Background: an optimization exercise with open tools, aiming at small area and a short achievable clock period. Do not read the settings as production practice. RTL that was checked went through simulation tests only; none was proved equivalent to the original. Power and IR drop assume default switching activity.

// rv32i_top
module rv32i_top (
    input  wire        clk,
    input  wire        en,
    input  wire [31:0] inst,
    input  wire [31:0] pc,
    output wire        wen,
    output wire [31:0] waddr,
    output wire [31:0] wdata,
    output wire [31:0] next_pc);
  rv32i core (
    .clk(clk),
    .w_0(en),
    .w_1(inst),
    .w_2(pc),
    .w_1616(wen),
    .w_1617(waddr),
    .w_1618(wdata),
    .w_1619(next_pc));
endmodule
For scale: about 55000 µm² of cells after synthesis.
export LEC_CHECK = 0
export CAP_MARGIN = 30
export CORE_MARGIN = 2
export CORE_UTILIZATION = 50
export CTS_CLUSTER_DIAMETER = 80
export CTS_CLUSTER_SIZE = 25
export SLEW_MARGIN = 30
export SYNTH_HIERARCHICAL = 1
export SYNTH_MINIMUM_KEEP_SIZE = 0
create_clock -name core_clock -period 20.0 [get_ports {clk}]
standard.sh (not shown) runs the stock make flow with config.mk's settings and CLKGATE_MAP_FILE= SYNTH_SCRIPT=/design/flow/synth_recipe.tcl, a recipe that flattens the netlist after the stock synthesis.
==> flow/flow/run.sh <==
#!/bin/bash
# Layout: the standard ORFS flow (standard.sh) with these changes to how the
# layout is optimised (the design, clock and constraints are unchanged):
#  - the port buffers are sky130_fd_sc_hd__buf_2 instead of the delay buffer
#    ORFS picks by default;
#  - ORFS's repair_timing steps aim at a larger setup slack;
#  - gate sizing may change a cell's footprint.
# ORFS writes each step's log under orfs/logs; make's own output goes to
# standard_finish.log.
set -euo pipefail
export BUFFER_PORTS_ARGS="-buffer_cell sky130_fd_sc_hd__buf_2"
export SETUP_SLACK_MARGIN=7.9
bash standard.sh MATCH_CELL_FOOTPRINT=0 finish > standard_finish.log 2>&1
The first run finished with timing, DRC and antenna clean.
Edit:
--- a/flow/design.v
+++ b/flow/design.v
@@ -359,26 +359,26 @@
       assign sel2[gi] = (rs2 == gi);
     end
     for (gb = 0; gb < 32; gb = gb + 1) begin : rdp
       wire [31:1] d;
       for (gi = 1; gi < 32; gi = gi + 1) begin : col
         assign d[gi] = rf[32*gi + gb];
       end
       rd_bit p1 (.sel(sel1), .d(d), .yn(r1n[gb]), .y(r1[gb]));
       rd_bit p2 (.sel(sel2), .d(d), .yn(r2n[gb]), .y(r2[gb]));
     end
   endgenerate
   wire [31:0] addr, pc_imm, pc4;
-  wire [31:0] addr_imm = (op[5] & ~op[6]) ? imm_s : imm_i;
-  wire [31:0] pc_imm_v = op[3] ? imm_j : (op[2] ? imm_u : imm_b);
+  wire [31:0] addr_imm = op_store ? imm_s : imm_i;
+  wire [31:0] pc_imm_v = op_jal ? imm_j : (op_branch ? imm_b : imm_u);
   wire        unused_co0, unused_co1;
   wire [31:0] unused_p0, unused_g0, unused_p1, unused_g1;
   add_sk32 #(.INV_Y(1)) u_addr (.a(r1n), .b(~addr_imm), .ci(1'b1), .y(addr), .co(unused_co0),
                    .p(unused_p0), .g(unused_g0));                   
   add_sk32 u_pcimm (.a(pc), .b(pc_imm_v), .ci(1'b0), .y(pc_imm), .co(unused_co1),
                     .p(unused_p1), .g(unused_g1));                  
   inc4 u_pc4 (.a(pc), .y(pc4));
   wire br_ltn, br_eqn;
   cmp32 u_br (.a(r2n), .b(r1n), .lo_ltn(br_ltn), .lo_eqn(br_eqn));
   wire [3:0] jump;
   genvar gj;
   generate
Power is about the same.
Design area decreases by 0.60%.
Via count drops by 0.94%.
Sequential share of layout area came out higher by 0.29 points.
Sequential power is about the same.

--- another note on this design; it stands on its own ---

==> flow/design.v (excerpt) <==
module rv32i_top (
    input  wire        clk,
    input  wire        en,
    input  wire [31:0] inst,
    input  wire [31:0] pc,
    output wire        wen,
    output wire [31:0] waddr,
    output wire [31:0] wdata,
    output wire [31:0] next_pc);
Settings: LEC_CHECK=0, CAP_MARGIN=20, CORE_MARGIN=2, CORE_UTILIZATION=30, SLEW_MARGIN=20, SYNTH_HIERARCHICAL=1, SYNTH_MINIMUM_KEEP_SIZE=0; clock period 20.0 ns.
standard.sh (not shown) runs the stock make flow with config.mk's settings and CLKGATE_MAP_FILE= SYNTH_SCRIPT=/design/flow/synth_recipe.tcl, a recipe that flattens the netlist after the stock synthesis.
==> flow/flow/run.sh <==
#!/bin/bash
# Layout: the standard ORFS flow (standard.sh), with the port buffers made
# of sky130_fd_sc_hd__buf_2 instead of the delay buffer ORFS picks by default.
set -euo pipefail
export BUFFER_PORTS_ARGS="-buffer_cell sky130_fd_sc_hd__buf_2"
bash standard.sh finish > standard_finish.log 2>&1
Edit:
--- a/flow/flow/run.sh
+++ b/flow/flow/run.sh
@@ -3 +3,2 @@
-# of sky130_fd_sc_hd__buf_2 instead of the delay buffer ORFS picks by default.
+# of sky130_fd_sc_hd__buf_2 instead of the delay buffer ORFS picks by default,
+# and ORFS's repair_timing steps aiming at a larger setup slack.
@@ -5,0 +7 @@
+export SETUP_SLACK_MARGIN=9
After rerunning: The new run passed the timing, design-rule and antenna checks; routed wire length rises by 9.1%; die area stays the same; design area went up by 5.3%; combinational power went up by about 10%.
No run of this note included a check of the RTL's function; only the layout flow was run.

---

rv32i_top, a different RTL version from the one above (not shown whole).
==> flow/config.mk <==
export PLATFORM = sky130hd
export DESIGN_NAME = rv32i_top
export DESIGN_NICKNAME = rv32i_top
export VERILOG_FILES = /design/flow/design.v
export SDC_FILE = /design/flow/constraint.sdc
export NUM_CORES = 4
export LEC_CHECK = 0
export CAP_MARGIN = 20
export CORE_MARGIN = 2
export CORE_UTILIZATION = 45
export SLEW_MARGIN = 20
export SYNTH_HIERARCHICAL = 1
export SYNTH_MINIMUM_KEEP_SIZE = 0
==> flow/constraint.sdc <==
create_clock -name core_clock -period 20.0 [get_ports {clk}]
set_input_delay 4.0000 -clock core_clock [delete_from_list [all_inputs] [get_ports {clk}]]
set_output_delay 4.0000 -clock core_clock [all_outputs]
set_load 0.01 [all_outputs]
==> flow/flow/run.sh <==
#!/bin/bash
# Layout: the standard ORFS flow (standard.sh) with three changes to how the
# layout is optimised (the design, clock and constraints are unchanged):
#  - the port buffers are sky130_fd_sc_hd__buf_2 instead of the delay buffer
#    ORFS picks by default;
#  - ORFS's repair_timing steps aim at a larger setup slack;
#  - gate sizing may change a cell's footprint.
# ORFS writes each step's log under orfs/logs; make's own output goes to
# standard_finish.log.
set -euo pipefail
export BUFFER_PORTS_ARGS="-buffer_cell sky130_fd_sc_hd__buf_2"
export SETUP_SLACK_MARGIN=10
bash standard.sh MATCH_CELL_FOOTPRINT=0 finish > standard_finish.log 2>&1
==> next run, changes <==
==> flow/flow/run.sh (replaced) <==
#!/bin/bash
# Layout: the standard ORFS flow (standard.sh), with the port buffers made
# of sky130_fd_sc_hd__buf_2 instead of the delay buffer ORFS picks by default,
# and ORFS's repair_timing steps aiming at a larger setup slack.
set -euo pipefail
export BUFFER_PORTS_ARGS="-buffer_cell sky130_fd_sc_hd__buf_2"
export SETUP_SLACK_MARGIN=9
bash standard.sh finish > standard_finish.log 2>&1
Settings changed: CORE_UTILIZATION 45 to 30.
The changed run completed with no timing, DRC or antenna violations.
Power falls by about 0.8%.
Final area rises by about 0.36%.
Count of clock-buffer cells in the layout falls by 10.
Setup slack gets better by 0.0060 ns.
Cell count rises by about 13%.
Die area rises by 49%.
Synthesized area does not change.
Via count hardly moves.

## re-timing with driven ports
No port has a modelled driver above. Below, the same layouts with a new extraction and two added sets of constraints. Step 1 (the two cells are an assumption about what drives the block):
set clk [get_ports {clk}]
set_driving_cell -lib_cell sky130_fd_sc_hd__clkbuf_16 $clk
set_driving_cell -lib_cell sky130_fd_sc_hd__buf_2 [delete_from_list [all_inputs] $clk]
Step 2 times the ports against the registers' clock, not the clock port: input delays grow and output delays shrink by t, the midpoint of the rising clock arrivals with the driver on. Slacks: ideal / step 1 / step 2; pairs: ideal / step 1.
run	t, ns	setup WS [ns]	clock arrival spread, ns	worst register clock-pin slew, ns	worst data-port slew with drivers (ns)
the first run of note 1	0.794	7.911 / 7.685 / 7.685	0.074 / 0.074	0.10 / 0.10	0.29
the second run of note 1	0.786	7.790 / 7.633 / 7.633	0.054 / 0.053	0.10 / 0.10	0.18
the first run of note 2	0.830	5.142 / 5.116 / 5.116	0.047 / 0.047	0.08 / 0.08	0.11
the second run of note 2	0.800	6.573 / 6.325 / 6.325	0.058 / 0.058	0.07 / 0.07	0.28
the first run of note 3	0.795	6.591 / 6.500 / 6.500	0.059 / 0.058	0.07 / 0.07	0.21
the second run of note 3	0.813	6.597 / 6.466 / 6.466	0.052 / 0.052	0.07 / 0.07	0.23
After both steps every run listed still meets setup and hold. For the second run of note 2, which loses most, drivers alone change the setup slack by -0.248 ns; drivers and shift together by -0.248 ns.
